This is an optimization exercise on Yosys and OpenROAD, whose aim is small area and a short achievable clock period, not a production implementation. Only simulation tests tie the RTL to the original design; equivalence was not proved. Power and IR drop assume default switching activity.

==> design.v <==
module alu(clk,a,b,s,out,rst);
	input [31:0] a,b;
	input [2:0] s;
	input clk,rst;
	output reg [31:0] out;
	always @(posedge clk)
	begin
		if(rst)
			out<=0;
		else
		begin
			case(s)
				3'b000: out <= a+b;
				3'b001: out <= a-b;
				3'b010: out <= a&b;
				3'b011: out <= a|b;
				3'b100: out <= a^b;
				3'b101: out <= ~a;
				3'b110: out <= a>>b;
				3'b111: out <= a<<b;
			endcase 
		end	 	
	end
endmodule
==> run.sh <==
#!/bin/bash
# synth_recipe.tcl (not shown) runs the flow's synth.tcl, then flattens the netlist and writes it again
# the make line also repeats each setting of config.mk as NAME=value (left out here)
make -C /OpenROAD-flow-scripts/flow DESIGN_CONFIG=/design/flow/config.mk WORK_HOME=/design/flow/orfs CLKGATE_MAP_FILE= SYNTH_SCRIPT=/design/flow/synth_recipe.tcl finish
==> config.mk <==
export PLATFORM = sky130hd
export DESIGN_NAME = alu
export DESIGN_NICKNAME = alu
export VERILOG_FILES = /design/flow/design.v
export SDC_FILE = /design/flow/constraint.sdc
export NUM_CORES = 4
export LEC_CHECK = 0
export CAP_MARGIN = 20
export CORE_MARGIN = 2
export CORE_UTILIZATION = 40
export SLEW_MARGIN = 20
==> constraint.sdc <==
create_clock -name core_clock -period 5.2 [get_ports {clk}]
set_input_delay 1.0400 -clock core_clock [delete_from_list [all_inputs] [get_ports {clk}]]
set_output_delay 1.0400 -clock core_clock [all_outputs]
set_load 0.01 [all_outputs]
==> run notes <==
- Hold Path End: out[0]$_SDFF_PP0_
- Detailed Place HPWL: 32.0 mm
- Die ar.: 22500 um^2
- DP Area: 10700 um^2
- Share of layout cells above drive strength 1: 18.0%
- Largest regs: out: 32 flops
- Final worst path period need: 5070 ps
- H-Tree Level Count: 2
- Yosys reg bits: 32
- Leading area contributor after synthesis: ha_1
- Initial Util: 40.6%
- Yosys Warn Count: 1
- Slew of the pin with the lowest slew margin: 1070 ps
- Initial antenna violation count: 0
- HP Start: b[0]
- Async SR Flop Fraction: 0%
- Mapped Cells: 1137
- Wire per inst: 25.5 um
- Power per Cell Area: 170 nW/um^2
- Final instance area: 10800 um^2
- Clock Tree Buf Depth: 2
- Setup WS post-layout: 133 ps
- Remaining routing DRC violations: 0
- Seq/Total Area, Yosys: 7.52%
- Crit Path Max Fanout: 3
- Status: finished clean
- IO Count: 101
- Post-synth top area share: 14.1%
- GRT Util Overall: 36.0%
- Fin nets: 1484
- Port buffer count: 100
- Hold Fails Final Rpt: 0
- Area delta synth->final: 27.3%
- Worst slack, placed: -238 ps
- Post-CTS Hold Buffers: 0
- Clock slew at reported path FFs: 70 ps
- Vias: 10300
- Worst path required time: 5370 ps
- First-pass GRT wire length: 60.2 mm
- Syn Nets: 1303
- VDD IR max: 112 uV
- Chip Height: 150 um
- Ranking of synthesized cells by area: ha_1 (14%), mux4_2 (11%), dfxtp_1 (7.5%)
- Final setup viols: 0
- Most flops, register: out
- Wirelength, routed: 40.7 mm
- Number of diodes: 0
- Buffer type at the clock tree root: clkbuf_16
- Internal power: 1.01 mW
- Sw Share: 45.4%
- Largest net degree at the start of global routing: 64
- Vias in the first global route: 9433
- Final core occ: 51.7%
- Chip width: 150 um
- EDFF count, synth: 0
- Rel. slew slack: 28.6%
- Hold depth: 6
- CTS tree: built
- Setup repair after global routing missed its margin: false
- Filler Cell Count: 2145
- Clock sink total: 32
- Num CTS Buffers: 5
- Worst Path Arrival: 5240 ps
- Routed Antenna Nets: 0
- Core area: 21000 um^2
- Clock power frac: 18.5%
- Vias per cell: 6.48
- Worst Hold Class: input pin to flip-flop
- Seq pwr share: 15.4%
- Distinct cells, synth: 74
- Slew Limit Fails: 0
- Crit. End Element: flip-flop
- Main synth FF type: dfxtp_1
- Detailed Route Iter0 Violations: 1361
- Comb pwr share: 66.1%
- Rows: 53
- Fin crit share: 97.4%
- Worst Path Class, Setup: input pin to flip-flop
- Total grt overflow: 0
- Critical Path Source Type: input pin
- GPL Wtd Cong: 0.996
- Post-synth top cells: nor2_1 (127), nand2_1 (107), ha_1 (96)
- Switch Pwr: 0.836 mW
- Mean post-synth cell area: 7.49 um^2
- Setup Fix Bufs, Post-CTS: 0
- Netlist Area Pre-Place: 8520 um^2
- Leakage: 4.55 nW
- Largest register FFs: 32
- Most frequent cell after synthesis: nor2_1
- Tot Pwr: 1.84 mW
- Max Cap Violations: 0
- Iteration count of the initial detailed-routing pass: 5
- Fmax: 0.197 GHz
[worst max-delay path by stage]
stage	startpoint	end	slack (ps)	depth (start not counted)
final	b[4]	out[24]$_SDFF_PP0_	130	16
after CTS	b[4]	out[24]$_SDFF_PP0_	40	16
after floorplan	b[1]	out[31]$_SDFF_PP0_	90	18
after detailed placement	b[4]	out[24]$_SDFF_PP0_	-240	16
after global placement	b[4]	out[31]$_SDFF_PP0_	-170	17
after global routing	b[4]	out[19]$_SDFF_PP0_	7	17
[worst max-delay path, stage by stage]
cell	delay (ps)
clkdlybuf4s50_1	440
or4_4	610
or3_4	390
buf_4	150
o41ai_1	320
xnor2_1	130
ha_1	310
and3_1	200
nor2b_1	180
a211oi_2	120
o41ai_2	610
buf_4	220
a31oi_1	90
xnor2_1	200
buf_4	150
o22ai_1	60
[per-layer routing]
metal / track usage, % / vias up / wire, um
li1: - / 4634 / -
met1: 52.9 / 4894 / 17200
met2: 52.1 / 711 / 16900
met3: 8.69 / 83 / 5400
met4: 10.1 / 0 / 1200
met5: 0 / - / 0
[kinds of logic (layout without fill, tap and decap cells)]
kind of cell | after synthesis | after routing | share of synthesized area (%)
simple gates | 365 | 365 | 20.2
compound gates | 336 | 336 | 26.4
buf+inv | 144 | 325 | 6.77
mux | 112 | 112 | 19.6
fa+ha+maj | 97 | 97 | 14.3
xor+xnor | 51 | 51 | 5.24
flops | 32 | 32 | 7.52
[metrics by stage]
| stage | cells | hold WS, ps | TNS (ps) |
|---|---|---|---|
| 2_1_floorplan | 1137 | 1270 | 0 |
| 3_3_place_gp | 1586 | 1770 | -1060 |
| 3_5_place_dp | 1586 | 1770 | -2260 |
| 4_1_cts | 1593 | 1590 | 0 |
| 5_1_grt | 1593 | 1640 | 0 |
| 6_report | 1593 | 1590 | 0 |
[timing repair]
| item | in CTS | in global routing |
|---|---|---|
| hold endpoints to repair | 0 | 0 |
| endpoints found under the setup margin | 0 | 12 |
| gates resized for setup | 0 | 5 |
[power groups by stage]
| stage | logic (mW) | clock network, mW | registers, mW |
|---|---|---|---|
| floorplan | 0.616 | 0 | 0.296 |
| global placement | 1.18 | 0 | 0.289 |
| detailed placement | 1.18 | 0 | 0.288 |
| CTS | 1.18 | 0.341 | 0.283 |
| global route | 1.29 | 0.349 | 0.285 |
| finish | 1.22 | 0.340 | 0.284 |
[layout by cell type, fill, tap and decap left out, types with 6 or more instances in the layout]
master,count
a211o_1,6
a211oi_1,27
a21o_1,8
a21oi_1,63
a221oi_1,8
a22o_1,14
a22oi_1,8
a31oi_1,23
and2_1,8
and3_1,7
buf_4,148
clkdlybuf4s50_1,96
dfxtp_1,32
ha_1,96
inv_1,67
mux2_2,16
mux2i_1,50
mux4_2,42
nand2_1,107
nand3_1,14
nor2_1,126
nor2b_1,9
nor3_1,35
nor4_1,6
o211ai_1,14
o21a_1,6
o21ai_0,61
o21ai_1,8
o22ai_1,29
o31ai_1,9
or3_1,13
or4_1,8
xnor2_1,40
xor2_1,11
[area by class of cell]
type / count / area, um^2 / share of cell area, %
tap: 275 / 344 / 3.17
sequential: 32 / 641 / 5.91
clock buffer: 7 / 153 / 1.41
multi-input combinational: 961 / 7330 / 67.6
timing repair buffer: 248 / 2110 / 19.4
inverter: 70 / 263 / 2.42

==> port drivers added, routing unchanged <==
How much do the figures lean on ideal ports? The routed layout below was timed once more, with nothing changed but the port constraints. Step 1 sets driving cells, clkbuf_16 on the clock port and buf_2 on the other inputs (assumed; they add their load-dependent delay and slew). Step 2 times the ports against the registers' clock, not the clock port: input delays grow and output delays shrink by t, the midpoint of the rising clock arrivals with the driver on. a / b / c = ideal / step 1 / step 2; a / b = the first two.
t (ns): 0.348
setup WS [ns]: 0.133 / 0.159 / -0.189
worst hold slack (ns): 1.592 / 1.569 / 1.788
Met with ideal ports but missed after step 2: setup timing in this run. For this run, drivers alone change the setup slack by +0.026 ns; drivers and shift together by -0.322 ns.
